Context: an optimization exercise on an open-source flow, tuned for small area. The choices shown serve that exercise and are no tape-out recipe. At most, simulation tests tie the RTL to the original design; equivalence was not proved. For runs 2 to 4, only the layout was checked, not whether the RTL still works. Power figures rest on the tool's default switching activity, not on a simulated workload.

**config.mk**
```make
export PLATFORM = sky130hd
export DESIGN_NAME = opl2
export DESIGN_NICKNAME = opl2
export VERILOG_FILES = /design/flow/design.v
export SDC_FILE = /design/flow/constraint.sdc
export NUM_CORES = 8
export LEC_CHECK = 0
export ABC_AREA = 1
export CAP_MARGIN = 20
export CORE_MARGIN = 2
export CORE_UTILIZATION = 65
export CTS_BUF_LIST = sky130_fd_sc_hd__clkbuf_16
export CTS_CLUSTER_DIAMETER = 100
export CTS_CLUSTER_SIZE = 30
export PLACE_DENSITY = 0.75
export SLEW_MARGIN = 20
```
**constraint.sdc**
```tcl
create_clock -name core_clock -period 15.0 [get_ports {clk}]
set_input_delay 3.0000 -clock core_clock [delete_from_list [all_inputs] [get_ports {clk}]]
set_output_delay 3.0000 -clock core_clock [all_outputs]
set_load 0.01 [all_outputs]
```
**design.v**
```verilog
`timescale 1ns / 1ps
module opl3_log_sine_lut (
    input wire [7:0] theta,
    output reg [11:0] out
);
    always @*
        case (theta)
            8'h0: out = 2137;
            8'h1: out = 1731;
            8'h2: out = 1543;
            8'h3: out = 1419;
            8'h4: out = 1326;
            8'h5: out = 1252;
            8'h6: out = 1190;
            8'h7: out = 1137;
            8'h8: out = 1091;
            8'h9: out = 1050;
            8'ha: out = 1013;
            8'hb: out = 979;
            8'hc: out = 949;
            8'hd: out = 920;
            8'he: out = 894;
            8'hf: out = 869;
            8'h10: out = 846;
            8'h11: out = 825;
            8'h12: out = 804;
            8'h13: out = 785;
            8'h14: out = 767;
            8'h15: out = 749;
            8'h16: out = 732;
            8'h17: out = 717;
            8'h18: out = 701;
            8'h19: out = 687;
            8'h1a: out = 672;
            8'h1b: out = 659;
            8'h1c: out = 646;
            8'h1d: out = 633;
            8'h1e: out = 621;
            8'h1f: out = 609;
            8'h20: out = 598;
            8'h21: out = 587;
            8'h22: out = 576;
            8'h23: out = 566;
            8'h24: out = 556;
            8'h25: out = 546;
            8'h26: out = 536;
            8'h27: out = 527;
            8'h28: out = 518;
            8'h29: out = 509;
            8'h2a: out = 501;
            8'h2b: out = 492;
            8'h2c: out = 484;
            8'h2d: out = 476;
            8'h2e: out = 468;
            8'h2f: out = 461;
            8'h30: out = 453;
            8'h31: out = 446;
            8'h32: out = 439;
            8'h33: out = 432;
            8'h34: out = 425;
            8'h35: out = 418;
            8'h36: out = 411;
            8'h37: out = 405;
            8'h38: out = 399;
            8'h39: out = 392;
            8'h3a: out = 386;
            8'h3b: out = 380;
            8'h3c: out = 375;
            8'h3d: out = 369;
            8'h3e: out = 363;
            8'h3f: out = 358;
            8'h40: out = 352;
            8'h41: out = 347;
            8'h42: out = 341;
            8'h43: out = 336;
            8'h44: out = 331;
            8'h45: out = 326;
            8'h46: out = 321;
            8'h47: out = 316;
            8'h48: out = 311;
            8'h49: out = 307;
            8'h4a: out = 302;
            8'h4b: out = 297;
            8'h4c: out = 293;
            8'h4d: out = 289;
            8'h4e: out = 284;
            8'h4f: out = 280;
            8'h50: out = 276;
            8'h51: out = 271;
            8'h52: out = 267;
            8'h53: out = 263;
            8'h54: out = 259;
            8'h55: out = 255;
            8'h56: out = 251;
            8'h57: out = 248;
            8'h58: out = 244;
            8'h59: out = 240;
            8'h5a: out = 236;
            8'h5b: out = 233;
            8'h5c: out = 229;
            8'h5d: out = 226;
            8'h5e: out = 222;
            8'h5f: out = 219;
            8'h60: out = 215;
            8'h61: out = 212;
            8'h62: out = 209;
            8'h63: out = 205;
            8'h64: out = 202;
            8'h65: out = 199;
            8'h66: out = 196;
            8'h67: out = 193;
            8'h68: out = 190;
            8'h69: out = 187;
            8'h6a: out = 184;
            8'h6b: out = 181;
            8'h6c: out = 178;
            8'h6d: out = 175;
            8'h6e: out = 172;
            8'h6f: out = 169;
            8'h70: out = 167;
            8'h71: out = 164;
            8'h72: out = 161;
            8'h73: out = 159;
            8'h74: out = 156;
            8'h75: out = 153;
            8'h76: out = 151;
            8'h77: out = 148;
            8'h78: out = 146;
            8'h79: out = 143;
            8'h7a: out = 141;
            8'h7b: out = 138;
            8'h7c: out = 136;
            8'h7d: out = 134;
            8'h7e: out = 131;
            8'h7f: out = 129;
            8'h80: out = 127;
            8'h81: out = 125;
            8'h82: out = 122;
            8'h83: out = 120;
            8'h84: out = 118;
            8'h85: out = 116;
            8'h86: out = 114;
            8'h87: out = 112;
            8'h88: out = 110;
            8'h89: out = 108;
            8'h8a: out = 106;
            8'h8b: out = 104;
            8'h8c: out = 102;
            8'h8d: out = 100;
            8'h8e: out = 98;
            8'h8f: out = 96;
            8'h90: out = 94;
            8'h91: out = 92;
            8'h92: out = 91;
            8'h93: out = 89;
            8'h94: out = 87;
            8'h95: out = 85;
            8'h96: out = 83;
            8'h97: out = 82;
            8'h98: out = 80;
            8'h99: out = 78;
            8'h9a: out = 77;
            8'h9b: out = 75;
            8'h9c: out = 74;
            8'h9d: out = 72;
            8'h9e: out = 70;
            8'h9f: out = 69;
            8'ha0: out = 67;
            8'ha1: out = 66;
            8'ha2: out = 64;
            8'ha3: out = 63;
            8'ha4: out = 62;
            8'ha5: out = 60;
            8'ha6: out = 59;
            8'ha7: out = 57;
            8'ha8: out = 56;
            8'ha9: out = 55;
            8'haa: out = 53;
            8'hab: out = 52;
            8'hac: out = 51;
            8'had: out = 49;
            8'hae: out = 48;
            8'haf: out = 47;
            8'hb0: out = 46;
            8'hb1: out = 45;
            8'hb2: out = 43;
            8'hb3: out = 42;
            8'hb4: out = 41;
            8'hb5: out = 40;
            8'hb6: out = 39;
            8'hb7: out = 38;
            8'hb8: out = 37;
            8'hb9: out = 36;
            8'hba: out = 35;
            8'hbb: out = 34;
            8'hbc: out = 33;
            8'hbd: out = 32;
            8'hbe: out = 31;
            8'hbf: out = 30;
            8'hc0: out = 29;
            8'hc1: out = 28;
            8'hc2: out = 27;
            8'hc3: out = 26;
            8'hc4: out = 25;
            8'hc5: out = 24;
            8'hc6: out = 23;
            8'hc7: out = 23;
            8'hc8: out = 22;
            8'hc9: out = 21;
            8'hca: out = 20;
            8'hcb: out = 20;
            8'hcc: out = 19;
            8'hcd: out = 18;
            8'hce: out = 17;
            8'hcf: out = 17;
            8'hd0: out = 16;
            8'hd1: out = 15;
            8'hd2: out = 15;
            8'hd3: out = 14;
            8'hd4: out = 13;
            8'hd5: out = 13;
            8'hd6: out = 12;
            8'hd7: out = 12;
            8'hd8: out = 11;
            8'hd9: out = 10;
            8'hda: out = 10;
            8'hdb: out = 9;
            8'hdc: out = 9;
            8'hdd: out = 8;
            8'hde: out = 8;
            8'hdf: out = 7;
            8'he0: out = 7;
            8'he1: out = 7;
            8'he2: out = 6;
            8'he3: out = 6;
            8'he4: out = 5;
            8'he5: out = 5;
            8'he6: out = 5;
            8'he7: out = 4;
            8'he8: out = 4;
            8'he9: out = 4;
            8'hea: out = 3;
            8'heb: out = 3;
            8'hec: out = 3;
            8'hed: out = 2;
            8'hee: out = 2;
            8'hef: out = 2;
            8'hf0: out = 2;
            8'hf1: out = 1;
            8'hf2: out = 1;
            8'hf3: out = 1;
            8'hf4: out = 1;
            8'hf5: out = 1;
            8'hf6: out = 1;
            8'hf7: out = 1;
            8'hf8: out = 0;
            8'hf9: out = 0;
            8'hfa: out = 0;
            8'hfb: out = 0;
            8'hfc: out = 0;
            8'hfd: out = 0;
            8'hfe: out = 0;
            8'hff: out = 0;
            default: out = 0;
        endcase
endmodule
`timescale 1ns / 1ps
module opl3_exp_lut (
    input wire [7:0] in,
    output reg [9:0] out
);
    always @*
        case (in)
            8'h0: out = 0;
            8'h1: out = 3;
            8'h2: out = 6;
            8'h3: out = 8;
            8'h4: out = 11;
            8'h5: out = 14;
            8'h6: out = 17;
            8'h7: out = 20;
            8'h8: out = 22;
            8'h9: out = 25;
            8'ha: out = 28;
            8'hb: out = 31;
            8'hc: out = 34;
            8'hd: out = 37;
            8'he: out = 40;
            8'hf: out = 42;
            8'h10: out = 45;
            8'h11: out = 48;
            8'h12: out = 51;
            8'h13: out = 54;
            8'h14: out = 57;
            8'h15: out = 60;
            8'h16: out = 63;
            8'h17: out = 66;
            8'h18: out = 69;
            8'h19: out = 72;
            8'h1a: out = 75;
            8'h1b: out = 78;
            8'h1c: out = 81;
            8'h1d: out = 84;
            8'h1e: out = 87;
            8'h1f: out = 90;
            8'h20: out = 93;
            8'h21: out = 96;
            8'h22: out = 99;
            8'h23: out = 102;
            8'h24: out = 105;
            8'h25: out = 108;
            8'h26: out = 111;
            8'h27: out = 114;
            8'h28: out = 117;
            8'h29: out = 120;
            8'h2a: out = 123;
            8'h2b: out = 126;
            8'h2c: out = 130;
            8'h2d: out = 133;
            8'h2e: out = 136;
            8'h2f: out = 139;
            8'h30: out = 142;
            8'h31: out = 145;
            8'h32: out = 148;
            8'h33: out = 152;
            8'h34: out = 155;
            8'h35: out = 158;
            8'h36: out = 161;
            8'h37: out = 164;
            8'h38: out = 168;
            8'h39: out = 171;
            8'h3a: out = 174;
            8'h3b: out = 177;
            8'h3c: out = 181;
            8'h3d: out = 184;
            8'h3e: out = 187;
            8'h3f: out = 190;
            8'h40: out = 194;
            8'h41: out = 197;
            8'h42: out = 200;
            8'h43: out = 204;
            8'h44: out = 207;
            8'h45: out = 210;
            8'h46: out = 214;
            8'h47: out = 217;
            8'h48: out = 220;
            8'h49: out = 224;
            8'h4a: out = 227;
            8'h4b: out = 231;
            8'h4c: out = 234;
            8'h4d: out = 237;
            8'h4e: out = 241;
            8'h4f: out = 244;
            8'h50: out = 248;
            8'h51: out = 251;
            8'h52: out = 255;
            8'h53: out = 258;
            8'h54: out = 262;
            8'h55: out = 265;
            8'h56: out = 268;
            8'h57: out = 272;
            8'h58: out = 276;
            8'h59: out = 279;
            8'h5a: out = 283;
            8'h5b: out = 286;
            8'h5c: out = 290;
            8'h5d: out = 293;
            8'h5e: out = 297;
            8'h5f: out = 300;
            8'h60: out = 304;
            8'h61: out = 308;
            8'h62: out = 311;
            8'h63: out = 315;
            8'h64: out = 318;
            8'h65: out = 322;
            8'h66: out = 326;
            8'h67: out = 329;
            8'h68: out = 333;
            8'h69: out = 337;
            8'h6a: out = 340;
            8'h6b: out = 344;
            8'h6c: out = 348;
            8'h6d: out = 352;
            8'h6e: out = 355;
            8'h6f: out = 359;
            8'h70: out = 363;
            8'h71: out = 367;
            8'h72: out = 370;
            8'h73: out = 374;
            8'h74: out = 378;
            8'h75: out = 382;
            8'h76: out = 385;
            8'h77: out = 389;
            8'h78: out = 393;
            8'h79: out = 397;
            8'h7a: out = 401;
            8'h7b: out = 405;
            8'h7c: out = 409;
            8'h7d: out = 412;
            8'h7e: out = 416;
            8'h7f: out = 420;
            8'h80: out = 424;
            8'h81: out = 428;
            8'h82: out = 432;
            8'h83: out = 436;
            8'h84: out = 440;
            8'h85: out = 444;
            8'h86: out = 448;
            8'h87: out = 452;
            8'h88: out = 456;
            8'h89: out = 460;
            8'h8a: out = 464;
            8'h8b: out = 468;
            8'h8c: out = 472;
            8'h8d: out = 476;
            8'h8e: out = 480;
            8'h8f: out = 484;
            8'h90: out = 488;
            8'h91: out = 492;
            8'h92: out = 496;
            8'h93: out = 501;
            8'h94: out = 505;
            8'h95: out = 509;
            8'h96: out = 513;
            8'h97: out = 517;
            8'h98: out = 521;
            8'h99: out = 526;
            8'h9a: out = 530;
            8'h9b: out = 534;
            8'h9c: out = 538;
            8'h9d: out = 542;
            8'h9e: out = 547;
            8'h9f: out = 551;
            8'ha0: out = 555;
            8'ha1: out = 560;
            8'ha2: out = 564;
            8'ha3: out = 568;
            8'ha4: out = 572;
            8'ha5: out = 577;
            8'ha6: out = 581;
            8'ha7: out = 585;
            8'ha8: out = 590;
            8'ha9: out = 594;
            8'haa: out = 599;
            8'hab: out = 603;
            8'hac: out = 607;
            8'had: out = 612;
            8'hae: out = 616;
            8'haf: out = 621;
            8'hb0: out = 625;
            8'hb1: out = 630;
            8'hb2: out = 634;
            8'hb3: out = 639;
            8'hb4: out = 643;
            8'hb5: out = 648;
            8'hb6: out = 652;
            8'hb7: out = 657;
            8'hb8: out = 661;
            8'hb9: out = 666;
            8'hba: out = 670;
            8'hbb: out = 675;
            8'hbc: out = 680;
            8'hbd: out = 684;
            8'hbe: out = 689;
            8'hbf: out = 693;
            8'hc0: out = 698;
            8'hc1: out = 703;
            8'hc2: out = 708;
            8'hc3: out = 712;
            8'hc4: out = 717;
            8'hc5: out = 722;
            8'hc6: out = 726;
            8'hc7: out = 731;
            8'hc8: out = 736;
            8'hc9: out = 741;
            8'hca: out = 745;
            8'hcb: out = 750;
            8'hcc: out = 755;
            8'hcd: out = 760;
            8'hce: out = 765;
            8'hcf: out = 770;
            8'hd0: out = 774;
            8'hd1: out = 779;
            8'hd2: out = 784;
            8'hd3: out = 789;
            8'hd4: out = 794;
            8'hd5: out = 799;
            8'hd6: out = 804;
            8'hd7: out = 809;
            8'hd8: out = 814;
            8'hd9: out = 819;
            8'hda: out = 824;
            8'hdb: out = 829;
            8'hdc: out = 834;
            8'hdd: out = 839;
            8'hde: out = 844;
            8'hdf: out = 849;
            8'he0: out = 854;
            8'he1: out = 859;
            8'he2: out = 864;
            8'he3: out = 869;
            8'he4: out = 874;
            8'he5: out = 880;
            8'he6: out = 885;
            8'he7: out = 890;
            8'he8: out = 895;
            8'he9: out = 900;
            8'hea: out = 906;
            8'heb: out = 911;
            8'hec: out = 916;
            8'hed: out = 921;
            8'hee: out = 927;
            8'hef: out = 932;
            8'hf0: out = 937;
            8'hf1: out = 942;
            8'hf2: out = 948;
            8'hf3: out = 953;
            8'hf4: out = 959;
            8'hf5: out = 964;
            8'hf6: out = 969;
            8'hf7: out = 975;
            8'hf8: out = 980;
            8'hf9: out = 986;
            8'hfa: out = 991;
            8'hfb: out = 996;
            8'hfc: out = 1002;
            8'hfd: out = 1007;
            8'hfe: out = 1013;
            8'hff: out = 1018;
            default: out = 0;
        endcase
endmodule
`timescale 1ns / 1ps
module opl2(
  clk,
  reset,
  opl2_we,
  opl2_data,
  opl2_adr,
  kon,
  channel_a,
  channel_b,
  sample_clk,
  sample_clk_128
  );
  input         clk;
  input         reset;
  input         opl2_we;
  input [7:0]   opl2_data;
  input [7:0]   opl2_adr;
  output [8:0]  kon;
  output signed [15:0] channel_a;
  output signed [15:0] channel_b;
  output sample_clk;
  output sample_clk_128;
  localparam [1:0]
    RELEASE = 2'b00,
    ATTACK  = 2'b01,
    DECAY   = 2'b10,
    SUSTAIN = 2'b11;
  localparam RAND_POLYNOMIAL = 'h800302;
  localparam TREMOLO_MAX_COUNT = 13*1024;
  reg [8:0] kon;
  reg signed [15:0] channel_a;
  reg signed [15:0] channel_b;
  reg sample_clk;
  reg sample_clk_128;
  genvar i;
  reg [9:0] cntr;
  reg sample_clk_en;
  always @(posedge clk)
    if (reset) begin
      cntr <= 10'd0;
      sample_clk_en <= 1'b0;
      sample_clk <= 1'b0;
    end else begin
      cntr <= cntr == 10'd813 ? 10'd0 : cntr + 1'b1;
      sample_clk_en <= cntr == 10'd0;
      sample_clk <= ~cntr[9];
      sample_clk_128 <= ~cntr[0];
    end
  reg [7:0] ma0 [0:8];
  reg [5:0] mb0 [0:8];
  reg [5:0] mc0 [0:8];
  reg [7:0] mbd;
  reg       m08;
  wire [7:0] wdata = reset ? 8'd0 : opl2_data;
  generate
    for (i = 0; i < 9; i = i + 1) begin: mch
      always @(posedge clk) begin
        if (reset || (opl2_we && opl2_adr == 8'ha0 + i)) ma0[i] <= wdata;
        if (reset || (opl2_we && opl2_adr == 8'hb0 + i)) mb0[i] <= wdata[5:0];
        if (reset || (opl2_we && opl2_adr == 8'hc0 + i)) mc0[i] <= wdata[5:0];
      end
    end
  endgenerate
  always @(posedge clk) begin
    if (reset || (opl2_we && opl2_adr == 8'hbd)) mbd <= wdata;
    if (reset || (opl2_we && opl2_adr == 8'h08)) m08 <= wdata[6];
  end
  reg [9:0] sfnum [0:8];
  reg [2:0] sblock [0:8];
  reg [8:0] scha;
  reg [8:0] schb;
  reg [2:0] sfb [0:8];
  reg [8:0] scnt;
  reg [7:0] sbd;
  reg       nts;
  reg [2:0] ch0_old;    
  generate
    for (i = 0; i < 9; i = i + 1) begin: sch
      always @(posedge clk)
        if (sample_clk_en) begin
          sfnum[i] <= {mb0[i][1:0], ma0[i]};
          sblock[i] <= mb0[i][4:2];
          schb[i] <= mc0[i][5];
          scha[i] <= mc0[i][4];
          sfb[i] <= mc0[i][3:1];
          scnt[i] <= mc0[i][0];
        end
      always @(posedge clk)
        if (reset)
          kon[i] <= 1'b0;
        else if (sample_clk_en)
          kon[i] <= mb0[i][5];
    end
  endgenerate
  always @(posedge clk)
    if (sample_clk_en) begin
      sbd <= mbd;
      nts <= m08;
      ch0_old <= {scha[0], schb[0], scnt[0]};
    end
  wire dam = sbd[7];
  wire dvb = sbd[6];
  wire ryt = sbd[5];
  wire bd  = sbd[4];
  wire sd  = sbd[3];
  wire tom = sbd[2];
  wire tc  = sbd[1];
  wire hh  = sbd[0];
  reg [4:0] rpos;        
  reg req;               
  reg act;               
  reg vB;
  reg fresh;             
  wire start = (sample_clk_en | req) & (rpos == 5'd17);
  wire fin = act & (rpos == 5'd17);
  always @(posedge clk)
    if (reset) begin
      rpos <= 5'd0;
      req <= 1'b0;
      act <= 1'b0;
      vB <= 1'b0;
      fresh <= 1'b1;
    end else begin
      rpos <= (rpos == 5'd17) ? 5'd0 : rpos + 1'b1;
      req <= start ? 1'b0 : (req | sample_clk_en);
      if (start)
        act <= 1'b1;
      else if (fin)
        act <= 1'b0;
      vB <= act;
      if (fin)
        fresh <= 1'b0;
    end
  reg [33:0] mr [0:17];
  reg [33:0] sr [0:17];
  wire [4:0] w_off = opl2_adr[4:0];
  wire [4:0] w_op = w_off - {2'b00, w_off[4:3], 1'b0};
  wire w_valid = opl2_we && (w_off[2:0] <= 3'd5) && (w_off[4:3] != 2'd3);
  reg [4:0] w_fld;
  always @ *
    case (opl2_adr[7:5])
    3'd1: w_fld = 5'b00001;
    3'd2: w_fld = 5'b00010;
    3'd3: w_fld = 5'b00100;
    3'd4: w_fld = 5'b01000;
    3'd7: w_fld = 5'b10000;
    default: w_fld = 5'b00000;
    endcase
  wire [5:0] w_d = {1'b0, rpos} + 6'd1 - {1'b0, w_op};
  wire [5:0] w_pos = w_d[5] ? w_d + 6'd18 : (w_d == 6'd18 ? 6'd0 : w_d);
  generate
    for (i = 0; i < 18; i = i + 1) begin: opring
      localparam PREV = (i + 17) % 18;
      wire hit = w_valid && w_pos == i;
      wire [4:0] wen = {5{reset}} | ({5{hit}} & w_fld);
      always @(posedge clk) begin
        mr[i][7:0]   <= wen[0] ? wdata : mr[PREV][7:0];
        mr[i][15:8]  <= wen[1] ? wdata : mr[PREV][15:8];
        mr[i][23:16] <= wen[2] ? wdata : mr[PREV][23:16];
        mr[i][31:24] <= wen[3] ? wdata : mr[PREV][31:24];
        mr[i][33:32] <= wen[4] ? wdata[1:0] : mr[PREV][33:32];
        sr[i] <= sample_clk_en ? mr[PREV] : sr[PREV];
      end
    end
  endgenerate
  reg [13:0] tremolo_index;
  reg [12:0] vibrato_index;    
  reg [23:0] rand_num;
  always @(posedge clk)
    if (reset) begin
      tremolo_index <= 14'd0;
      vibrato_index <= 13'd1;
      rand_num <= 24'd1;
    end else begin
      if (start) begin
        if (tremolo_index == TREMOLO_MAX_COUNT - 1)
          tremolo_index <= 0;
        else
          tremolo_index <= tremolo_index + 1'b1;
        if (rand_num & 1)
          rand_num <= (rand_num ^ RAND_POLYNOMIAL) >> 1;
        else
          rand_num <= rand_num >> 1;
      end
      if (act)
        vibrato_index <= vibrato_index + 1'b1;
    end
  wire [5:0] am_val_tmp0 = tremolo_index >> 8;
  wire [5:0] am_val_tmp1 = (am_val_tmp0 > 26) ? (2*26 + ~am_val_tmp0) : am_val_tmp0;
  wire [4:0] am_val = dam ? am_val_tmp1 : am_val_tmp1 >> 2;
  reg [8:0] k1;          
  reg [8:0] k2;          
  reg [2:0] q0;          
  reg [2:0] q1;
  reg bd0;
  reg hh0, hh1, sd0, sd1, tom0, tom1, tc0, tc1;
  always @(posedge clk)
    if (reset) begin
      k1 <= 9'd0;
      k2 <= 9'd0;
      q0 <= 3'd0;
      q1 <= 3'd0;
      bd0 <= 1'b0;
      hh0 <= 1'b0; hh1 <= 1'b0;
      sd0 <= 1'b0; sd1 <= 1'b0;
      tom0 <= 1'b0; tom1 <= 1'b0;
      tc0 <= 1'b0; tc1 <= 1'b0;
    end else if (fin) begin
      k1 <= kon;
      k2 <= k1;
      if (!ryt) begin
        q0 <= kon[8:6];
        q1 <= q0;
      end else begin
        bd0 <= bd;
        hh0 <= hh; hh1 <= hh0;
        sd0 <= sd; sd1 <= sd0;
        tom0 <= tom; tom1 <= tom0;
        tc0 <= tc; tc1 <= tc0;
      end
    end
  reg [1:0]  r_st  [0:17];
  reg [8:0]  r_env [0:17];
  reg [14:0] r_cnt [0:17];
  reg [19:0] r_pa  [0:17];
  reg [12:0] r_out [0:17];
  reg [12:0] r_fb2 [0:8];
  wire [4:0] op = rpos;
  reg [3:0] ch;
  reg is_mod;
  always @ *
    case (op)
    5'd0:  begin ch = 4'd0; is_mod = 1'b1; end
    5'd1:  begin ch = 4'd1; is_mod = 1'b1; end
    5'd2:  begin ch = 4'd2; is_mod = 1'b1; end
    5'd3:  begin ch = 4'd0; is_mod = 1'b0; end
    5'd4:  begin ch = 4'd1; is_mod = 1'b0; end
    5'd5:  begin ch = 4'd2; is_mod = 1'b0; end
    5'd6:  begin ch = 4'd3; is_mod = 1'b1; end
    5'd7:  begin ch = 4'd4; is_mod = 1'b1; end
    5'd8:  begin ch = 4'd5; is_mod = 1'b1; end
    5'd9:  begin ch = 4'd3; is_mod = 1'b0; end
    5'd10: begin ch = 4'd4; is_mod = 1'b0; end
    5'd11: begin ch = 4'd5; is_mod = 1'b0; end
    5'd12: begin ch = 4'd6; is_mod = 1'b1; end
    5'd13: begin ch = 4'd7; is_mod = 1'b1; end
    5'd14: begin ch = 4'd8; is_mod = 1'b1; end
    5'd15: begin ch = 4'd6; is_mod = 1'b0; end
    5'd16: begin ch = 4'd7; is_mod = 1'b0; end
    default: begin ch = 4'd8; is_mod = 1'b0; end
    endcase
  wire [7:0] p20 = sr[0][7:0];
  wire [7:0] p40 = sr[0][15:8];
  wire [7:0] p60 = sr[0][23:16];
  wire [7:0] p80 = sr[0][31:24];
  wire [1:0] ws = sr[0][33:32];
  wire am   = p20[7];
  wire vib  = p20[6];
  wire egt  = p20[5];
  wire ksr  = p20[4];
  wire [3:0] mult = p20[3:0];
  wire [1:0] ksl = p40[7:6];
  wire [5:0] tl  = p40[5:0];
  wire [3:0] ar = p60[7:4];
  wire [3:0] dr = p60[3:0];
  wire [3:0] sl = p80[7:4];
  wire [3:0] rr = p80[3:0];
  wire [9:0] fnum = sfnum[ch];
  wire [2:0] block = sblock[ch];
  wire [2:0] fb = sfb[ch];
  wire cnt_c = scnt[ch];
  wire kon_c = kon[ch];
  wire k1_c = k1[ch];
  wire k2_c = k2[ch];
  wire op_bd = ryt && (op == 5'd12 || op == 5'd15);
  wire op_hh = ryt && op == 5'd13;
  wire op_tt = ryt && op == 5'd14;
  wire op_sd = ryt && op == 5'd16;
  wire op_tc = ryt && op == 5'd17;
  wire [1:0]  st0  = fresh ? RELEASE : r_st[0];
  wire [8:0]  env0 = fresh ? 9'd511 : r_env[0];
  wire [14:0] cnt0 = fresh ? 15'd0 : r_cnt[0];
  wire [19:0] pa0  = fresh ? 20'd0 : r_pa[0];
  wire [12:0] out_old = fresh ? 13'd0 : r_out[0];
  wire [12:0] fb2_old = fresh ? 13'd0 : r_fb2[0];
  wire [19:0] pa17 = fresh ? 20'd0 : r_pa[14];   
  wire [19:0] pa13 = r_pa[4];                    
  reg off_old, off_new, rhy_old, rhy_new;
  always @ * begin
    if (ch < 4'd6) begin
      off_old = !k1_c && k2_c;
      off_new = !kon_c && k1_c;
    end else begin
      off_old = !q0[ch - 4'd6] && q1[ch - 4'd6];
      off_new = ryt ? off_old : (!kon_c && q0[ch - 4'd6]);
    end
    rhy_old = 1'b0;
    rhy_new = 1'b0;
    if (ryt)
      case (op)
      5'd12: rhy_new = bd && !bd0;
      5'd15: rhy_old = bd && !bd0;
      5'd13: begin rhy_old = hh0 && !hh1; rhy_new = hh && !hh0; end
      5'd14: begin rhy_old = tom0 && !tom1; rhy_new = tom && !tom0; end
      5'd16: begin rhy_old = sd0 && !sd1; rhy_new = sd && !sd0; end
      5'd17: begin rhy_old = tc0 && !tc1; rhy_new = tc && !tc0; end
      default: ;
      endcase
  end
  wire kon_old = (k1_c && !k2_c) || rhy_old;
  wire kon_new = (kon_c && !k1_c) || rhy_new;
  reg [1:0] next_state;
  always @ *
    case (st0)
    ATTACK: next_state = env0 == 0 ? DECAY : ATTACK;
    DECAY: next_state = (env0 >> 4) >= sl ? SUSTAIN : DECAY;
    SUSTAIN: next_state = !egt ? RELEASE : SUSTAIN;
    default: next_state = RELEASE;
    endcase
  wire [1:0] s1 = kon_old ? ATTACK : off_old ? RELEASE : next_state;
  wire [1:0] s2 = kon_new ? ATTACK : off_new ? RELEASE : s1;
  function [3:0] req_rate;
    input [1:0] s;
    input [3:0] ar, dr, rr;
    case (s)
    ATTACK: req_rate = ar;
    DECAY: req_rate = dr;
    SUSTAIN: req_rate = 0;
    default: req_rate = rr;
    endcase
  endfunction
  wire [7:0] rate_tmp0 = nts ? fnum[8] : fnum[9];
  wire [7:0] rate_tmp1 = rate_tmp0 | (block << 1);
  wire [7:0] rate_tmp2 = ksr ? rate_tmp1 : rate_tmp1 >> 2;
  function [17:0] rate_inc;
    input [3:0] requested_rate;
    input [7:0] rate_tmp2;
    reg [7:0] requested_rate_shifted;
    reg [7:0] effective_rate;
    reg [7:0] rate_value;
    reg [1:0] rof;
    begin
      requested_rate_shifted = requested_rate << 2;
      effective_rate = (rate_tmp2 + requested_rate_shifted > 60) ?
       60 : rate_tmp2 + requested_rate_shifted;
      rate_value = effective_rate >> 2;
      rof = effective_rate[1:0];
      rate_inc = (4 | rof) << rate_value;
    end
  endfunction
  wire [3:0] rate1 = req_rate(s1, ar, dr, rr);
  wire [3:0] rate2 = req_rate(s2, ar, dr, rr);
  wire [17:0] inc1 = rate_inc(rate1, rate_tmp2);
  wire [17:0] inc2 = rate_inc(rate2, rate_tmp2);
  wire [14:0] cnt1 = (rate1 != 0) ? cnt0 + inc1[14:0] : cnt0;
  wire [17:0] overflow_tmp = cnt1 + inc2;
  wire [7:0] rate_counter_overflow = overflow_tmp >> 15;
  reg [8:0] env1;
  always @ *
    if (s2 == ATTACK && rate_counter_overflow != 0 && env0 != 0)
      env1 = env0 - (((env0 * rate_counter_overflow) >> 3) + 1);
    else if (s2 == DECAY || s2 == RELEASE)
      if (env0 + rate_counter_overflow > 511)
        env1 = 511;
      else
        env1 = env0 + rate_counter_overflow;
    else
      env1 = env0;
  reg [3:0] mult_adj;
  always @ *
    case (mult)
    'h0: mult_adj = 1;
    'h1: mult_adj = 1;
    'h2: mult_adj = 2;
    'h3: mult_adj = 3;
    'h4: mult_adj = 4;
    'h5: mult_adj = 5;
    'h6: mult_adj = 6;
    'h7: mult_adj = 7;
    'h8: mult_adj = 8;
    'h9: mult_adj = 9;
    'hA: mult_adj = 10;
    'hB: mult_adj = 10;
    'hC: mult_adj = 12;
    'hD: mult_adj = 12;
    'hE: mult_adj = 15;
    default: mult_adj = 15;
    endcase
  wire [13:0] fnum_mult = fnum * mult_adj;
  wire [19:0] fnum_mult_sh = fnum_mult << block;
  wire signed [19:0] post_mult = (mult == 0) ? fnum_mult_sh >> 1 : fnum_mult_sh;
  wire [9:0] delta0 = fnum >> 7;
  wire [9:0] delta1 = ((vibrato_index >> 10) & 3) == 3 ? delta0 >> 1 : delta0;
  wire [9:0] delta2 = !dvb ? delta1 >> 1 : delta1;
  wire signed [9:0] vib_val = ((vibrato_index >> 10) & 4) != 0 ? ~delta2 : delta2;
  wire signed [19:0] phase_inc = vib ? post_mult + vib_val : post_mult;
  wire [9:0] upper_current_phase = pa0 >> 10;
  reg [9:0] friend_phase;
  always @ *
    if (op_hh)
      friend_phase = pa17 >> 10;
    else if (op_tc)
      friend_phase = pa13 >> 10;
    else
      friend_phase = 0;
  wire [9:0] phase_bit =
   (((upper_current_phase & 'h88) ^ ((upper_current_phase << 5) & 'h80)) |
   ((friend_phase ^ (friend_phase << 2)) & 'h20)) ? 'h02 : 'h00;
  reg [9:0] noise_bit;
  always @ *
    if (op_hh)
      noise_bit = rand_num[0] << 1;
    else if (op_sd)
      noise_bit = rand_num[0] << 8;
    else
      noise_bit = 0;
  reg [19:0] rhythm_phase;
  always @ *
    if (op_hh)
      rhythm_phase = ((phase_bit << 8) | ('h34 << (phase_bit ^ noise_bit))) << 10;
    else if (op_sd)
      rhythm_phase = (('h100 + (upper_current_phase & 'h100)) ^ noise_bit) << 10;
    else if (op_tc)
      rhythm_phase = ((1 + phase_bit) << 8) << 10;
    else
      rhythm_phase = pa0;
  wire use_feedback = is_mod && !((op == 5'd13 || op == 5'd14) && ryt);
  wire signed [12:0] fb1_s = out_old;
  wire signed [12:0] fb2_s = (op == 5'd0) ? out_old : fb2_old;
  reg signed [21:0] feedback_result_p0;
  always @ *
    if (fb == 0)
      feedback_result_p0 = 0;
    else
      feedback_result_p0 = ((fb1_s + fb2_s) <<< fb);
  wire signed [12:0] feedback_result = feedback_result_p0 >>> 9;
  wire carrier_mod_off = cnt_c || (ryt && (op == 5'd16 || op == 5'd17));
  wire [12:0] modulation = use_feedback ? feedback_result :
   (!is_mod && !carrier_mod_off) ? r_out[3] : 13'd0;
  wire rhythmic = op_hh || op_sd || op_tc;
  wire [19:0] pa_sum = pa0 + phase_inc;
  wire [9:0] fp_base = (rhythmic ? rhythm_phase[19:10] : pa_sum[19:10]) + (rhythmic ? phase_inc[19:10] : 10'd0);
  wire [19:0] pa1 = kon_new ? 20'd0 : pa_sum;
  wire [9:0] final_phase_hi = kon_new ? 10'd0 : fp_base + modulation[9:0];
  reg [6:0] rom_out;
  always @ *
    case (fnum >> 6)
    0: rom_out = 0;
    1: rom_out = 32;
    2: rom_out = 40;
    3: rom_out = 45;
    4: rom_out = 48;
    5: rom_out = 51;
    6: rom_out = 53;
    7: rom_out = 55;
    8: rom_out = 56;
    9: rom_out = 58;
    10: rom_out = 59;
    11: rom_out = 60;
    12: rom_out = 61;
    13: rom_out = 62;
    14: rom_out = 63;
    default: rom_out = 64;
    endcase
  wire signed [7:0] ksl_tmp0 = block - 8;
  wire signed [7:0] ksl_tmp1 = rom_out + (ksl_tmp0 << 3);
  reg [7:0] ksl_add;
  always @ *
    case (ksl)
    0: ksl_add = 0;
    1: ksl_add = ksl_tmp1 <= 0 ? 0 : ksl_tmp1 << 1;
    2: ksl_add = ksl_tmp1 <= 0 ? 0 : ksl_tmp1;
    default: ksl_add = ksl_tmp1 <= 0 ? 0 : ksl_tmp1 << 2;
    endcase
  wire [10:0] env_offs = (tl << 2) + ksl_add + (am ? am_val : 5'd0);
  reg incl;
  always @ *
    if (op == 5'd15)
      incl = ryt ? cnt_c : 1'b1;
    else if (op == 5'd12)
      incl = ryt ? !cnt_c : cnt_c;
    else if (op == 5'd13 || op == 5'd14)
      incl = cnt_c || ryt;
    else if (op == 5'd0)
      incl = ch0_old[0];
    else
      incl = is_mod ? cnt_c : 1'b1;
  wire cha_c = (ch == 4'd0) ? ch0_old[2] : scha[ch];
  wire chb_c = (ch == 4'd0) ? ch0_old[1] : schb[ch];
  wire signed [17:0] out_old_ext = fb1_s;
  reg signed [17:0] acc_a;
  reg signed [17:0] acc_b;
  wire signed [17:0] add_a = (act && incl && cha_c) ? out_old_ext : 18'sd0;
  wire signed [17:0] add_b = (act && incl && chb_c) ? out_old_ext : 18'sd0;
  always @(posedge clk) begin
    acc_a <= (start ? 18'sd0 : acc_a) + add_a;
    acc_b <= (start ? 18'sd0 : acc_b) + add_b;
  end
  always @(posedge clk)
    if (sample_clk_en) begin
      if (acc_a > 2**15 - 1)
        channel_a <= 2**15 - 1;
      else if (acc_a < -2**15)
        channel_a <= -2**15;
      else
        channel_a <= acc_a;
      if (acc_b > 2**15 - 1)
        channel_b <= 2**15 - 1;
      else if (acc_b < -2**15)
        channel_b <= -2**15;
      else
        channel_b <= acc_b;
    end
  reg [9:0] b_phase;       
  reg [9:0] b_offs;
  reg [1:0] b_ws;
  reg b_shl;
  always @(posedge clk) begin
    b_phase <= final_phase_hi;
    b_offs <= env_offs[9:0];
    b_ws <= ws;
    b_shl <= op_hh || op_tt || op_sd || op_tc;
  end
  wire [11:0] log_sin_out;
  opl3_log_sine_lut log_sine_lut_inst (
    .theta(b_phase[8] ? ~b_phase[7:0] : b_phase[7:0]),
    .out(log_sin_out)
  );
  wire signed [10:0] env_tmp = r_env[1] + b_offs;
  reg [8:0] env;
  always @ *
    if (env_tmp < 0)
      env = 0;
    else if (env_tmp > 511)
      env = 511;
    else
      env = env_tmp;
  wire [12:0] log_sin_plus_gain = log_sin_out + (env << 3);
  wire [9:0] exp_out;
  opl3_exp_lut exp_lut_inst (
    .in(~log_sin_plus_gain[7:0]),
    .out(exp_out)
  );
  wire [12:0] tmp_out0 = (2**10 + exp_out) << 1;
  reg signed [12:0] tmp_out1;
  always @ *
    if (b_phase[9])
      tmp_out1 = ~(tmp_out0 >> log_sin_plus_gain[12:8]);
    else
      tmp_out1 = tmp_out0 >> log_sin_plus_gain[12:8];
  wire signed [12:0] tmp_ws2 = tmp_out1 < 0 ? ~tmp_out1 : tmp_out1;
  reg signed [12:0] tmp_out2;
  always @ *
    case (b_ws)
    0: tmp_out2 = tmp_out1;
    1: tmp_out2 = tmp_out1 < 0 ? 0 : tmp_out1;
    2: tmp_out2 = tmp_ws2;
    default: tmp_out2 = b_phase[8] ? 0 : tmp_ws2;
    endcase
  wire [12:0] op_out = b_shl ? tmp_out2 << 1 : tmp_out2;
  always @(posedge clk) begin
    r_st[1]  <= act ? s2 : r_st[0];
    r_env[1] <= act ? env1 : r_env[0];
    r_cnt[1] <= act ? cnt1 : r_cnt[0];
    r_pa[1]  <= act ? pa1 : r_pa[0];
    r_out[1] <= r_out[0];
    r_out[2] <= vB ? op_out : r_out[1];
    r_fb2[1] <= (act && is_mod) ? out_old : r_fb2[0];
    r_st[0]  <= r_st[17];
    r_env[0] <= r_env[17];
    r_cnt[0] <= r_cnt[17];
    r_pa[0]  <= r_pa[17];
    r_out[0] <= r_out[17];
    r_fb2[0] <= r_fb2[8];
    r_out[3] <= r_out[2];
  end
  generate
    for (i = 2; i < 18; i = i + 1) begin: ring
      always @(posedge clk) begin
        r_st[i]  <= r_st[i-1];
        r_env[i] <= r_env[i-1];
        r_cnt[i] <= r_cnt[i-1];
        r_pa[i]  <= r_pa[i-1];
      end
      if (i > 3) begin: ro
        always @(posedge clk)
          r_out[i] <= r_out[i-1];
      end
    end
    for (i = 2; i < 9; i = i + 1) begin: fring
      always @(posedge clk)
        r_fb2[i] <= r_fb2[i-1];
    end
  endgenerate
endmodule
```
**flow/run.sh**
```bash
#!/bin/bash
# Layout flow: the standard synthesis, then the combinational logic of the
# synthesized netlist is remapped for area (the flip-flops are left exactly as
# the standard synthesis made them), then the standard layout steps.
set -euo pipefail
W=$PWD
R=$W/orfs/results/$FLOW_PLATFORM/opl2/base
LIB=$FLOW_HOME/platforms/$FLOW_PLATFORM/lib/sky130_fd_sc_hd__tt_025C_1v80.lib

bash standard.sh synth > $W/std_synth.log 2>&1

python3 $W/flow/splitlib.py $LIB $W/seq.lib $W/comb.lib > $W/splitlib.log 2>&1
cp $R/1_2_yosys.v $W/std_1_2_yosys.v
DU=""
for c in $(cat $W/flow/dont_use.txt); do DU="$DU -dont_use $c"; done
cat > $W/remap.ys <<EOS
read_liberty -lib $W/seq.lib
read_liberty -ignore_miss_func $W/comb.lib
read_verilog $W/std_1_2_yosys.v
hierarchy -top $FLOW_TOP
flatten
opt_clean
abc -script $W/flow/abc_area.scr -liberty $LIB $DU
opt_clean -purge
read_liberty -lib -ignore_redef $LIB
hilomap -singleton -hicell sky130_fd_sc_hd__conb_1 HI -locell sky130_fd_sc_hd__conb_1 LO
insbuf -buf sky130_fd_sc_hd__buf_4 A X
opt_clean -purge
tee -o $W/remap_stat.txt stat -liberty $LIB
check -assert -mapped
write_verilog -noattr -nohex -nodec $W/remap_1_2_yosys.v
EOS
yosys -s $W/remap.ys > $W/remap.log 2>&1
cp $W/remap_1_2_yosys.v $R/1_2_yosys.v
touch $R/1_2_yosys.v

bash standard.sh > $W/std_layout.log 2>&1
```
**flow/abc_area.scr**
```
strash
dch
amap
topo
```
**flow/dont_use.txt**
```
sky130_fd_sc_hd__probe_p_8
sky130_fd_sc_hd__probec_p_8
sky130_fd_sc_hd__lpflow_bleeder_1
sky130_fd_sc_hd__lpflow_clkbufkapwr_1
sky130_fd_sc_hd__lpflow_clkbufkapwr_16
sky130_fd_sc_hd__lpflow_clkbufkapwr_2
sky130_fd_sc_hd__lpflow_clkbufkapwr_4
sky130_fd_sc_hd__lpflow_clkbufkapwr_8
sky130_fd_sc_hd__lpflow_clkinvkapwr_1
sky130_fd_sc_hd__lpflow_clkinvkapwr_16
sky130_fd_sc_hd__lpflow_clkinvkapwr_2
sky130_fd_sc_hd__lpflow_clkinvkapwr_4
sky130_fd_sc_hd__lpflow_clkinvkapwr_8
sky130_fd_sc_hd__lpflow_decapkapwr_12
sky130_fd_sc_hd__lpflow_decapkapwr_3
sky130_fd_sc_hd__lpflow_decapkapwr_4
sky130_fd_sc_hd__lpflow_decapkapwr_6
sky130_fd_sc_hd__lpflow_decapkapwr_8
sky130_fd_sc_hd__lpflow_inputiso0n_1
sky130_fd_sc_hd__lpflow_inputiso0p_1
sky130_fd_sc_hd__lpflow_inputiso1n_1
sky130_fd_sc_hd__lpflow_inputiso1p_1
sky130_fd_sc_hd__lpflow_inputisolatch_1
sky130_fd_sc_hd__lpflow_isobufsrc_1
sky130_fd_sc_hd__lpflow_isobufsrc_16
sky130_fd_sc_hd__lpflow_isobufsrc_2
sky130_fd_sc_hd__lpflow_isobufsrc_4
sky130_fd_sc_hd__lpflow_isobufsrc_8
sky130_fd_sc_hd__lpflow_isobufsrckapwr_16
sky130_fd_sc_hd__lpflow_lsbuf_lh_hl_isowell_tap_1
sky130_fd_sc_hd__lpflow_lsbuf_lh_hl_isowell_tap_2
sky130_fd_sc_hd__lpflow_lsbuf_lh_hl_isowell_tap_4
sky130_fd_sc_hd__lpflow_lsbuf_lh_isowell_4
sky130_fd_sc_hd__lpflow_lsbuf_lh_isowell_tap_1
sky130_fd_sc_hd__lpflow_lsbuf_lh_isowell_tap_2
sky130_fd_sc_hd__lpflow_lsbuf_lh_isowell_tap_4
```
**flow/splitlib.py**
```python
# Split a Liberty file into its sequential cells (ff/latch/statetable) and its
# combinational cells, so that the combinational part of a mapped netlist can be
# read as logic and remapped while the flip-flops stay as they are.
import re, sys
lib = open(sys.argv[1]).read()
first = lib.index('cell (')
hdr = lib[:first]
cells = []
i = first
while True:
    j = lib.find('cell (', i)
    if j < 0:
        break
    p = lib.index('{', j)
    depth = 0
    while True:
        if lib[p] == '{':
            depth += 1
        elif lib[p] == '}':
            depth -= 1
            if depth == 0:
                break
        p += 1
    cells.append(lib[j:p + 1])
    i = p + 1
seq = [c for c in cells if re.search(r'\b(ff|latch|statetable)\s*\(', c)]
comb = [c for c in cells if not re.search(r'\b(ff|latch|statetable)\s*\(', c)]
open(sys.argv[2], 'w').write(hdr + '\n'.join(seq) + '\n}\n')
open(sys.argv[3], 'w').write(hdr + '\n'.join(comb) + '\n}\n')
print(len(seq), 'sequential cells,', len(comb), 'combinational cells')
```
**standard.sh**
```bash
#!/bin/bash
# synth_recipe.tcl (not shown) runs the flow's synth.tcl, then flattens the netlist and writes it again
# the make line also repeats each setting of config.mk as NAME=value (left out here)
make -C /OpenROAD-flow-scripts/flow DESIGN_CONFIG=/design/flow/config.mk WORK_HOME=/design/flow/orfs CLKGATE_MAP_FILE= SYNTH_SCRIPT=/design/flow/synth_recipe.tcl "${@:-finish}"
```
==> flow_metrics.tcl, run 1 <==
set metrics [dict create \
    area_delta_synth_final_pct 7.54 \
    die_x_um 384 \
    drv_cap 0 \
    switching_power_mw 7.59 \
    final_util_pct 70.4 \
    detail-route-antenna-nets 0 \
    drive_above_1_share_pct 3.12 \
    cts_root_buf "clkbuf_16" \
    syn-num-nets 9161 \
    critPathArrivalTime_ps 13960 \
    multi_input_area_um2 26200 \
    path_class "flip-flop to flip-flop" \
    synthCells 9142 \
    cp_common_cell "nor2_1" \
    grt_overflow 0 \
    fin_nets 9441 \
    cp_slowest_cell "dfxtp_1" \
    crit_required_ps 15720 \
    crit_path_max_incr_delay_ps 420 \
    core_area_um2 143000 \
    fin_ws_ps 1760 \
    wirelength_mm 224 \
    drt_pass1_iterations 9 \
    r2r-end "r_env[1][8]" \
    final-max-slew-violation-count 0 \
    postSynthAreaPerCell_um2 10.3 \
    crit_path_start "rpos[0]" \
    tns_ps 0 \
    min_period_over_period_pct 88.3 \
    hold_violations 0 \
    timing.hold.ws_ps 322 \
    viasPerCell 5.83 \
    h-tree-depth 3 \
    combPwrFrac_pct 36.3 \
    seq_area_um2 63800 \
    drc 0 \
    reg2reg_slack_ps 1760 \
    clock_latency_ps 800 \
    slew_headroom_pct 22.6 \
    cts_made_buffers 110 \
    portBuffers 61 \
    r2r-start "rpos[0]" \
    vias 66200 \
    grt_pass1_vias 62100 \
    setup_viol 0 \
    power_density_nw_per_um2 198 \
    place_congestion 0.943 \
    boundaryPins 62 \
    r2r_cells 82 \
    grt_max_degree 183 \
    antenna_found_initial 3 \
    dieHeight_um 384 \
    finalCriticalPeriod_ps 13240 \
    ctsLongestPathBuffers 3 \
    syn_area_um2 93900 \
    whs_path_depth 0 \
    first_iter_violations 6434 \
    switching_share_pct 38.0 \
    finClkSkew_ps 35.9 \
    p_int_mw 12.4 \
    ys_warn_count 17 \
    finalPower_mw 20.0 \
    drt-wirelength-per-cell_um 19.7 \
    cts_sinks 2986 \
    p_leak_nw 36.5 \
    cts_tree "yes" \
    worstSetupEndpointType "flip-flop" \
    start_kind "flip-flop" \
    crit_fanout 13 \
    irDropWorstVdd_v 0.000382 \
    start_util_pct 65.4 \
    rsz0062_at_grt "no" \
    dp_hpwl_mm 150 \
    dpl_worst_slack_ps 366 \
    hold_path_end "r_env[9][1]" \
    path_clk_slew_ps 110 \
    dieArea_um2 148000 \
    hold_path.startpoint "r_env[8][1]" \
    max_freq_ghz 0.0755 \
    share_seq_of_total_power_pct 45.5 \
    clockPowerShare_pct 18.2 \
    outcome "timing/DRC/antenna clean" \
    grt_pass1_wl_mm 345 \
    hold_path.class "flip-flop to flip-flop" \
    num-fill-cells 10600 \
    rows 139 \
    grt.total_usage_pct 29.6 \
    tightest_slew_ps 1150 \
    antenna_cells 0 \
]
routing by layer:
metal / vias to the layer above / global-route usage, % / wire [µm]
met1: 31200 / 41.4 / 99400
li1: 32300 / - / -
met5: - / 0 / 0
met2: 2327 / 48.1 / 103000
met4: 0 / 9.83 / 7900
met3: 456 / 3.80 / 13700
registers in the layout, summed over array words and instances, names as in the netlist, 13 cells and up:
name,cells
sr,612
r_env,162
r_fb2,117
mc0,54
r_out,234
mr,612
sfb,27
acc_b,18
rand_num,23
channel_b,16
ma0,72
vibrato_index,13
mb0,54
r_st,36
channel_a,16
tremolo_index,14
acc_a,18
sfnum,90
r_pa,360
r_cnt,270
sblock,27
layout make-up:
type / count / area share, %
inverter: 1072 / 4.00
timing repair buffer: 177 / 1.52
clock inverter: 32 / 0.229
tap: 1903 / 2.36
clock buffer: 110 / 2.73
multi-input combinational: 5075 / 26.0
sequential: 2986 / 63.2
per-stage QoR:
stage / cell area (µm²) / std cells
after floorplan: 93900 / 9142
after global placement: 97700 / 11200
after detailed placement: 97800 / 11200
after CTS: 101000 / 11300
after global routing: 101000 / 11400
final: 101000 / 11400
power groups by stage:
stage	sequential, mW	combinational [mW]	clock, mW
5_1_grt	9.16	7.91	3.95
3_5_place_dp	9.28	6.97	0
2_1_floorplan	9.21	4.98	0
4_1_cts	9.10	7.02	3.68
6_report	9.10	7.26	3.63
3_3_place_gp	9.26	6.97	0
repair_timing:
action	4_1_cts	5_1_grt
setup endpoints to repair	0	9
setup buffers	0	3
gates resized for setup	0	35
hold buffers	0	0
hold endpoints to repair	0	0
placed cells by master (no fill, tap or decap), types with 34 or more instances in the layout:
master,count
nor3_1,128
clkbuf_16,110
nand2_1,1012
o31ai_1,37
dfxtp_1,2577
o22a_1,37
nand3_1,44
or2_0,34
nor2b_1,49
clkdlybuf4s50_1,60
nor2_1,987
a211oi_1,66
a31oi_1,51
clkinv_1,1063
buf_4,109
o21ai_0,937
o22ai_1,825
a21oi_1,337
o21a_1,80
edfxtp_1,405
worst max-delay path: cells and delay by family, from the launching register on:
family / cells / cell delay (ps)
buffers and inverters: 13 / 2160
and+or+nand+nor: 35 / 4770
AOI/OAI and AO/OA: 34 / 5810
DFF: 1 / 420
worst max path at each step:
stage	slack, ps	endpoint	depth (start not counted)
CTS	310	r_env[1][8]	79
global route	9	r_env[1][8]	84
detailed placement	370	r_env[1][8]	79
global placement	650	r_env[1][8]	79
finish	1760	r_env[1][8]	82
floorplan	-5840	mult_adj[0]	4
==> inputs of run 2 (changes only) <==
--- a/design.v
+++ b/design.v
@@ -686,11 +686,13 @@
       localparam PREV = (i + 17) % 18;
+      localparam [7:0] INV = (i % 2 == 1) ? 8'hff : 8'h00;
       wire hit = w_valid && w_pos == i;
       wire [4:0] wen = {5{reset}} | ({5{hit}} & w_fld);
+      wire [7:0] wd = wdata ^ INV;
       always @(posedge clk) begin
-        mr[i][7:0]   <= wen[0] ? wdata : mr[PREV][7:0];
-        mr[i][15:8]  <= wen[1] ? wdata : mr[PREV][15:8];
-        mr[i][23:16] <= wen[2] ? wdata : mr[PREV][23:16];
-        mr[i][31:24] <= wen[3] ? wdata : mr[PREV][31:24];
-        mr[i][33:32] <= wen[4] ? wdata[1:0] : mr[PREV][33:32];
-        sr[i] <= sample_clk_en ? mr[PREV] : sr[PREV];
+        mr[i][7:0]   <= wen[0] ? wd : ~mr[PREV][7:0];
+        mr[i][15:8]  <= wen[1] ? wd : ~mr[PREV][15:8];
+        mr[i][23:16] <= wen[2] ? wd : ~mr[PREV][23:16];
+        mr[i][31:24] <= wen[3] ? wd : ~mr[PREV][31:24];
+        mr[i][33:32] <= wen[4] ? wd[1:0] : ~mr[PREV][33:32];
+        sr[i] <= sample_clk_en ? ~mr[PREV] : ~sr[PREV];
       end
==> run 2 against run 1 <==
- worst hold slack got worse by 26 ps
- global-route usage rose by 1.9 points
- core utilization rose by 0.23 points
- die area fell by 4.0%
- highest routed layer unchanged
- clock power rose by 2%
- sequential share of layout area rose by 2.5 points
- clock-buffer cell count rose by 2
- critical path type unchanged
- non-clock buffer count fell by 8
- synthesized area fell by 4.1%
==> flow_metrics.tcl, run 2 <==
set metrics [dict create \
    outcome "timing/DRC/antenna clean" \
    grt_max_degree 235 \
    drive_above_1_share_pct 3.40 \
    syn-num-nets 7935 \
    final_cell_area_um2 97100 \
    min_period_over_period_pct 89.9 \
    placed_area_um2 93800 \
    whs_path_depth 0 \
    grt_overflow 0 \
    area_delta_synth_final_pct 7.76 \
    rsz0062_at_grt "no" \
    cp_common_cell "a21oi_1" \
    postSynthAreaPerCell_um2 11.4 \
    drt_pass1_iterations 8 \
    hold_violations 0 \
    synthCells 7916 \
    tns_ps 0 \
    crit_required_ps 15700 \
    fin_nets 8209 \
    tightest_slew_ps 1340 \
    cts_made_buffers 112 \
    boundaryPins 62 \
    h-tree-depth 3 \
    path_class "flip-flop to flip-flop" \
    cp_slowest_cell "o31ai_4" \
    dieHeight_um 376 \
    grt.total_usage_pct 31.6 \
    grt_pass1_vias 59100 \
    worstSetupEndpointType "flip-flop" \
    crit_fanout 23 \
    grt_pass1_wl_mm 347 \
    most-common-layout-cells "dfxtp_1 (2,579), o22ai_1 (1,435), nor2_1 (1,007)" \
    vias 62900 \
    power_density_nw_per_um2 218 \
    core_area_um2 137000 \
    detail-route-antenna-nets 0 \
    dp_hpwl_mm 150 \
    finalCriticalPeriod_ps 13480 \
    antenna_found_initial 1 \
    r2r_cells 77 \
    irDropWorstVdd_v 0.000281 \
    ys_warn_count 17 \
    start_util_pct 65.5 \
    drt-wirelength-per-cell_um 22.9 \
    first_iter_violations 6908 \
    finClkSkew_ps 88.5 \
    max_freq_ghz 0.0742 \
    syn_area_um2 90100 \
    layout.cells.non_filler 10000 \
    dieArea_um2 142000 \
    ctsLongestPathBuffers 3 \
    start_kind "flip-flop" \
    drv_cap 0 \
    hold_path.class "flip-flop to flip-flop" \
    cts_tree "yes" \
    top_regs "mr: 612 flops, sr: 612 flops, r_pa: 360 flops" \
    critPathArrivalTime_ps 14180 \
    finalPower_mw 21.2 \
    cts_sinks 2986 \
    clock_latency_ps 830 \
    slew_headroom_pct 10.7 \
    crit_path_max_incr_delay_ps 430 \
    wirelength_mm 230 \
    rows 136 \
    portBuffers 61 \
    p_leak_nw 35.1 \
    path_clk_slew_ps 110 \
    setup_viol 0 \
    layout_commonest_cell "dfxtp_1" \
    final-max-slew-violation-count 0 \
    place_congestion 0.950 \
    drc 0 \
    cts_root_buf "clkbuf_16" \
    die_x_um 376 \
    placedCellCount 9868 \
    final_util_pct 70.6 \
    viasPerCell 6.28 \
]
run 2: where the power goes:
part / switching, mW / internal (mW)
logic: 5.58 / 2.50
registers: 0.434 / 8.99
clock network: 2.31 / 1.39
total: 8.32 / 12.9
run 2: final cells by class:
| class | instances | area (µm²) |
|---|---|---|
| fillers | 9565 | 40400 |
| inverters | 476 | 1800 |
| clock inverters | 37 | 369 |
| well taps | 1794 | 2240 |
| multi-input cells | 4445 | 24600 |
| flip-flops and latches | 2986 | 63800 |
| clock buffers | 112 | 2800 |
| repair buffers | 169 | 1460 |
| diodes | 1 | 2.50 |
run 2: worst paths after layout:
path / startpoint / end / slack, ps
worst max-delay path: ch[0] / r_env[1][8] / 1520
worst min-delay path: r_fb2[7][7] / r_fb2[8][7] / 300
worst max register to register: ch[0] / r_env[1][8] / 1520
worst min register to register: r_fb2[7][7] / r_fb2[8][7] / 300
run 2: timing repair:
item                       in CTS  in global routing
buffers inserted                0                  0
setup endpoints to repair       0                  4
hold buffers                    0                  0
resized for setup               0                  8
run 2: worst max-delay path: cells and delay by family (launching register included):
kind	cells	cell delay, ps
xor gates and xnor gates	1	330
buffers and inverters	9	1680
DFF	1	410
AOI/OAI and AO/OA	38	6810
and+or+nand+nor	29	4190
run 2: through the flow:
stage          setup slack, ps  hold WS [ps]
6_report                  1520           296
2_1_floorplan            -2860           310
4_1_cts                    724           294
3_3_place_gp               891           310
3_5_place_dp               810           312
5_1_grt                   43.4           303
run 2: per-layer routing:
layer / wire length, µm / GRT usage (%) / vias up
met5: 0 / 0 / -
met4: 10300 / 12.9 / 0
met3: 14900 / 3.46 / 551
met2: 107000 / 51.8 / 2660
met1: 97300 / 43.1 / 29900
li1: - / - / 29800
==> inputs of run 3 (changes only) <==
--- a/config.mk
+++ b/config.mk
@@ -13,3 +13,3 @@
 export CTS_CLUSTER_DIAMETER = 100
-export CTS_CLUSTER_SIZE = 30
+export CTS_CLUSTER_SIZE = 22
 export PLACE_DENSITY = 0.75
==> run 3 against run 2 <==
- still clean
- wire length up 1.3%
- flip-flop and latch count stayed put
- via count rose by 0.68%
- global-route usage is 0.52 points higher
- non-clock buffer count is the same
- cell area is 1.2% higher
- worst hold slack better by 22 ps
- core utilization increased by 0.86 points
- largest cell class unchanged
- highest routed layer unchanged
==> flow_metrics.tcl, run 3 <==
set metrics [dict create \
    layout.cells.non_filler 10100 \
    portBuffers 61 \
    top_usage_layer "met2" \
    drc 0 \
    tns_ps 0 \
    first_iter_violations 7035 \
    postSynthAreaPerCell_um2 11.4 \
    placedCellCount 9868 \
    power_density_nw_per_um2 222 \
    drv_cap 0 \
    cp_slowest_cell "a21oi_2" \
    vias 63300 \
    drt-wirelength-per-cell_um 23.1 \
    start_kind "flip-flop" \
    path_class "flip-flop to flip-flop" \
    crit_family "compound AO/OA/AOI/OAI gates" \
    most-common-layout-cells "dfxtp_1 (2,579), o22ai_1 (1,435), nor2_1 (1,007)" \
    cts_tree "yes" \
    cp_common_cell "nor2_1" \
    tightest_slew_ps 1410 \
    start_util_pct 65.5 \
    dieArea_um2 142000 \
    cts_root_buf "clkbuf_16" \
    drt_pass1_iterations 6 \
    crit_path_max_incr_delay_ps 420 \
    grt_pass1_vias 60000 \
    boundaryPins 62 \
    viasPerCell 6.29 \
    dp_hpwl_mm 150 \
    worstSetupEndpointType "flip-flop" \
    use_met3_pct 3.98 \
    layout_commonest_cell "dfxtp_1" \
    share_seq_of_total_power_pct 43.1 \
    grt.total_usage_pct 32.1 \
    grt_overflow 0 \
    ctsLongestPathBuffers 3 \
    dieHeight_um 376 \
    h-tree-depth 4 \
    post_cts_buffers 0 \
    fin_nets 8252 \
    core_area_um2 137000 \
    drive_above_1_share_pct 3.99 \
    p_int_mw 13.4 \
    cts_made_buffers 155 \
    cts_resized 0 \
    finalCriticalPeriod_ps 13430 \
    detail-route-antenna-nets 0 \
    top_regs "mr: 612 flops, sr: 612 flops, r_pa: 360 flops" \
    area_delta_synth_final_pct 9.07 \
    hold_buffers 0 \
    outcome "timing/DRC/antenna clean" \
    clockPowerShare_pct 19.9 \
    max_freq_ghz 0.0745 \
    crit_required_ps 15690 \
    critPathArrivalTime_ps 14120 \
    wirelength_mm 233 \
    rsz0062_at_grt "no" \
    min_period_over_period_pct 89.5 \
    grt.met2_usage_pct 52.6 \
    irDropWorstVdd_v 0.000281 \
    final-max-slew-violation-count 0 \
    ys_warn_count 17 \
    place_congestion 0.950 \
    switching_power_mw 8.45 \
    finClkSkew_ps 48.0 \
    antenna_cells 0 \
    path_buf_inv 10 \
    grt_pass1_wl_mm 352 \
    antenna_found_initial 0 \
    hold_path.class "flip-flop to flip-flop" \
    grt_max_degree 235 \
    grt_use_met1_pct 43.3 \
    syn_area_um2 90100 \
    die_x_um 376 \
    switching_share_pct 38.7 \
    cts_sinks 2986 \
    syn-num-nets 7935 \
    clock_latency_ps 830 \
    slew_headroom_pct 5.83 \
    hold_violations 0 \
    rows 136 \
    setup_viol 0 \
    path_clk_slew_ps 90 \
    combPwrFrac_pct 37.0 \
    p_leak_nw 35.7 \
    synthCells 7916 \
    crit_fanout 23 \
]
==> run 3: changes by cell type in the layout (fill, tap and decap cells not counted) <==
| cell | before | now |
|---|---|---|
| clkbuf_16 | 112 | 156 |
| diode_2 | 1 | 0 |
| inv_1 | 25 | 31 |
| clkinv_8 | 0 | 6 |
| inv_6 | 1 | 3 |
| clkinv_2 | 1 | 2 |
| inv_16 | 5 | 2 |
==> run 3: cell type report <==
class | count | area, µm²
multi-input cells | 4445 | 24600
fillers | 9410 | 39200
clock inverters | 49 | 452
well taps | 1794 | 2240
inverters | 476 | 1800
repair buffers | 169 | 1460
clock buffers | 156 | 3900
flip-flops and latches | 2986 | 63800
==> run 3: worst reg2reg max path, delay by kind of cell, from the launching register on <==
family | cells | cell delay, ps
compound gates | 37 | 6820
simple gates | 28 | 3950
buf+inv | 10 | 1830
flops | 1 | 400
xor+xnor | 1 | 330
==> run 3: metal layers <==
metal | share of wire [%] | routed length [µm] | up-vias
met4 | 4.4 | 10200 | 0
met1 | 42 | 97000 | 30000
li1 | - | - | 29900
met2 | 47 | 109000 | 2830
met3 | 7.0 | 16200 | 572
met5 | 0 | 0 | -
==> run 3: power by group through the flow <==
stage	clock, mW	combinational, mW	sequential [mW]
after floorplan	0	5.25	9.45
after global placement	0	7.92	9.57
after detailed placement	0	7.80	9.58
after CTS	4.40	7.85	9.42
after global routing	4.69	8.71	9.50
final	4.35	8.08	9.43
==> run 3: metrics by stage <==
stage	setup WS [ps]	hold slack (ps)	area (µm²)	util (%)	total power, mW
2_1_floorplan	-2860	310	90100	-	14.7
3_3_place_gp	891	310	93800	68.2	17.5
3_5_place_dp	810	312	93800	68.2	17.4
4_1_cts	740	316	98200	71.4	21.7
5_1_grt	23.9	321	98300	71.5	22.9
6_report	1570	319	98300	71.5	21.9
==> run 3: worst paths after layout <==
kind / startpoint / to / slack [ps] / cells past startpoint
setup / recovery: ch[0] / r_env[1][8] / 1570 / 76
hold / removal: r_env[10][4] / r_env[11][4] / 320 / 0
hold reg to reg: r_env[10][4] / r_env[11][4] / 320 / 0
setup reg to reg: ch[0] / r_env[1][8] / 1570 / 76
==> inputs of run 4 (changes only) <==
--- a/config.mk
+++ b/config.mk
@@ -13,3 +13,3 @@
 export CTS_CLUSTER_DIAMETER = 100
-export CTS_CLUSTER_SIZE = 22
+export CTS_CLUSTER_SIZE = 26
 export PLACE_DENSITY = 0.75
==> run 4 against run 3 <==
- still clean
- non-clock buffer count did not move
- cell area fell by 0.58%
- clock-buffer cell count shrank 20
- clock power is 7.1% lower
- clock skew is 10 ps lower
- largest power group unchanged
==> flow_metrics.tcl, run 4 <==
set metrics [dict create \
    syn_area_um2 90100 \
    tightest_slew_ps 1190 \
    grt_pass1_wl_mm 347 \
    r2r-start "ch[0]" \
    detail-route-antenna-nets 0 \
    critPathArrivalTime_ps 14180 \
    dpl_worst_slack_ps 810 \
    timing.hold.ws_ps 326 \
    grt_max_degree 235 \
    finClkSkew_ps 37.5 \
    cts_tree "yes" \
    drive_above_1_share_pct 3.73 \
    cts_root_buf "clkbuf_16" \
    antenna_cells 0 \
    tns_ps 0 \
    wirelength_mm 230 \
    setup_viol 0 \
    place_congestion 0.950 \
    start_util_pct 65.5 \
    irDropWorstVdd_v 0.000278 \
    cts_sinks 2986 \
    drc 0 \
    boundaryPins 62 \
    min_period_over_period_pct 89.9 \
    hold_path.class "flip-flop to flip-flop" \
    vias 63200 \
    hold_violations 0 \
    final-max-slew-violation-count 0 \
    post_cts_buffers 0 \
    num-fill-cells 9475 \
    crit_fanout 23 \
    dieHeight_um 376 \
    outcome "timing/DRC/antenna clean" \
    clock_latency_ps 810 \
    dieArea_um2 142000 \
    path_depth 77 \
    path_buf_inv 10 \
    worstSetupEndpointType "flip-flop" \
    rsz0062_at_grt "no" \
    fin_ws_ps 1510 \
    grt_pass1_vias 59400 \
    placed_area_um2 93800 \
    r2r_cells 77 \
    placedCellCount 9868 \
    path_class "flip-flop to flip-flop" \
    dp_hpwl_mm 150 \
    viasPerCell 6.29 \
    final_cell_area_um2 97700 \
    hold_buffers 0 \
    crit_path_max_incr_delay_ps 420 \
    most-common-layout-cells "dfxtp_1 (2,579), o22ai_1 (1,435), nor2_1 (1,007)" \
    layout.cells.non_filler 10000 \
    crit_family "compound AO/OA/AOI/OAI gates" \
    reg2reg_slack_ps 1510 \
    top_regs "mr: 612 flops, sr: 612 flops, r_pa: 360 flops" \
    path_clk_slew_ps 100 \
    drt-wirelength-per-cell_um 22.9 \
    slew_headroom_pct 20.3 \
    grt.total_usage_pct 31.7 \
    first_iter_violations 7068 \
    postSynthAreaPerCell_um2 11.4 \
    max_freq_ghz 0.0741 \
    start_kind "flip-flop" \
    drv_cap 0 \
    ys_warn_count 17 \
    die_x_um 376 \
    syn-num-nets 7935 \
    grt_overflow 0 \
    endpoint "r_env[1][8]" \
    drt_pass1_iterations 7 \
    area_delta_synth_final_pct 8.44 \
    r2r-end "r_env[1][8]" \
    core_area_um2 137000 \
    ctsLongestPathBuffers 3 \
    synthCells 7916 \
    p_leak_nw 35.4 \
    portBuffers 61 \
    h-tree-depth 4 \
    rows 136 \
    crit_required_ps 15690 \
    finalCriticalPeriod_ps 13490 \
    crit_path_start "ch[0]" \
    cts_made_buffers 134 \
    cp_slowest_cell "o31ai_4" \
    fin_nets 8231 \
    cp_common_cell "nor2_1" \
    antenna_found_initial 2 \
    layout_commonest_cell "dfxtp_1" \
    power_density_nw_per_um2 221 \
]
==> run 4: layout make-up <==
cell class	count	area (µm²)	area share, %
Multi-Input combinational cell	4445	24600	25.1
Clock inverter	42	379	0.388
Timing Repair Buffer	169	1460	1.50
Sequential cell	2986	63800	65.3
Inverter	476	1800	1.84
Clock buffer	136	3400	3.48
Tap cell	1794	2240	2.30
==> run 4: stage by stage <==
stage	util [%]	total power [mW]
global placement	68.2	17.5
global route	71.1	22.6
detailed placement	68.2	17.4
floorplan	-	14.7
finish	71.1	21.6
CTS	71.0	21.3
==> run 4: power breakdown <==
group / total (mW) / internal, mW / switching [mW]
Sequential: 9.43 / 8.99 / 0.434
Clock: 4.04 / 1.68 / 2.36
Combinational: 8.09 / 2.50 / 5.59
==> run 4: what timing repair did <==
action,in CTS,in global routing
resized for setup,0,8
setup endpoints to repair,0,5
hold endpoints to repair,0,0
==> run 4: worst min-delay path by stage <==
stage,startpoint,endpoint,slack (ps),cells after the start
floorplan,r_cnt[17][0],r_cnt[0][0],310,0
global placement,r_cnt[7][11],r_cnt[8][11],310,0
detailed placement,r_env[14][3],r_env[15][3],310,0
CTS,r_fb2[7][7],r_fb2[8][7],320,0
global route,r_pa[7][10],r_pa[8][10],320,0
finish,r_fb2[6][12],r_fb2[7][12],330,0
==> run 4: layer usage <==
metal,share of wire (%),track usage (%),vias to the layer above
met3,7.1,3.79,547
li1,-,-,29900
met4,4.4,13.1,2
met2,47,51.5,2832
met5,0.0056,0,-
met1,42,43.3,29900

-- what the ideal ports hide --
In the flow no input, the clock included, has a driving cell. The finished layouts below were timed again as built, in two steps. Step 1 (the two cells are an assumption about what drives the block):
set clk [get_ports {clk}]
set_driving_cell -lib_cell sky130_fd_sc_hd__clkbuf_16 $clk
set_driving_cell -lib_cell sky130_fd_sc_hd__buf_2 [delete_from_list [all_inputs] $clk]
Step 2 adds t to the input delays and takes it off the output delays; t is the mean of the earliest and latest rising clock arrival at the registers after step 1. Input paths then give back, and output paths get back, about the clock's delay inside the block. Three values: ideal, step 1, step 2; two values: the first two.
run	t, ns	slack for setup (ns)	slew at the worst register clock pin (ns)	cell pins on the clock port's net
run 1	0.853	1.758 / 1.758 / 1.758	0.12 / 0.12	1
run 2	0.869	1.516 / 1.516 / 1.516	0.12 / 0.12	1
run 3	0.892	1.569 / 1.569 / 1.569	0.10 / 0.10	1
run 4	0.879	1.511 / 1.511 / 1.511	0.11 / 0.11	1
After both steps setup and hold are still met in every run listed.
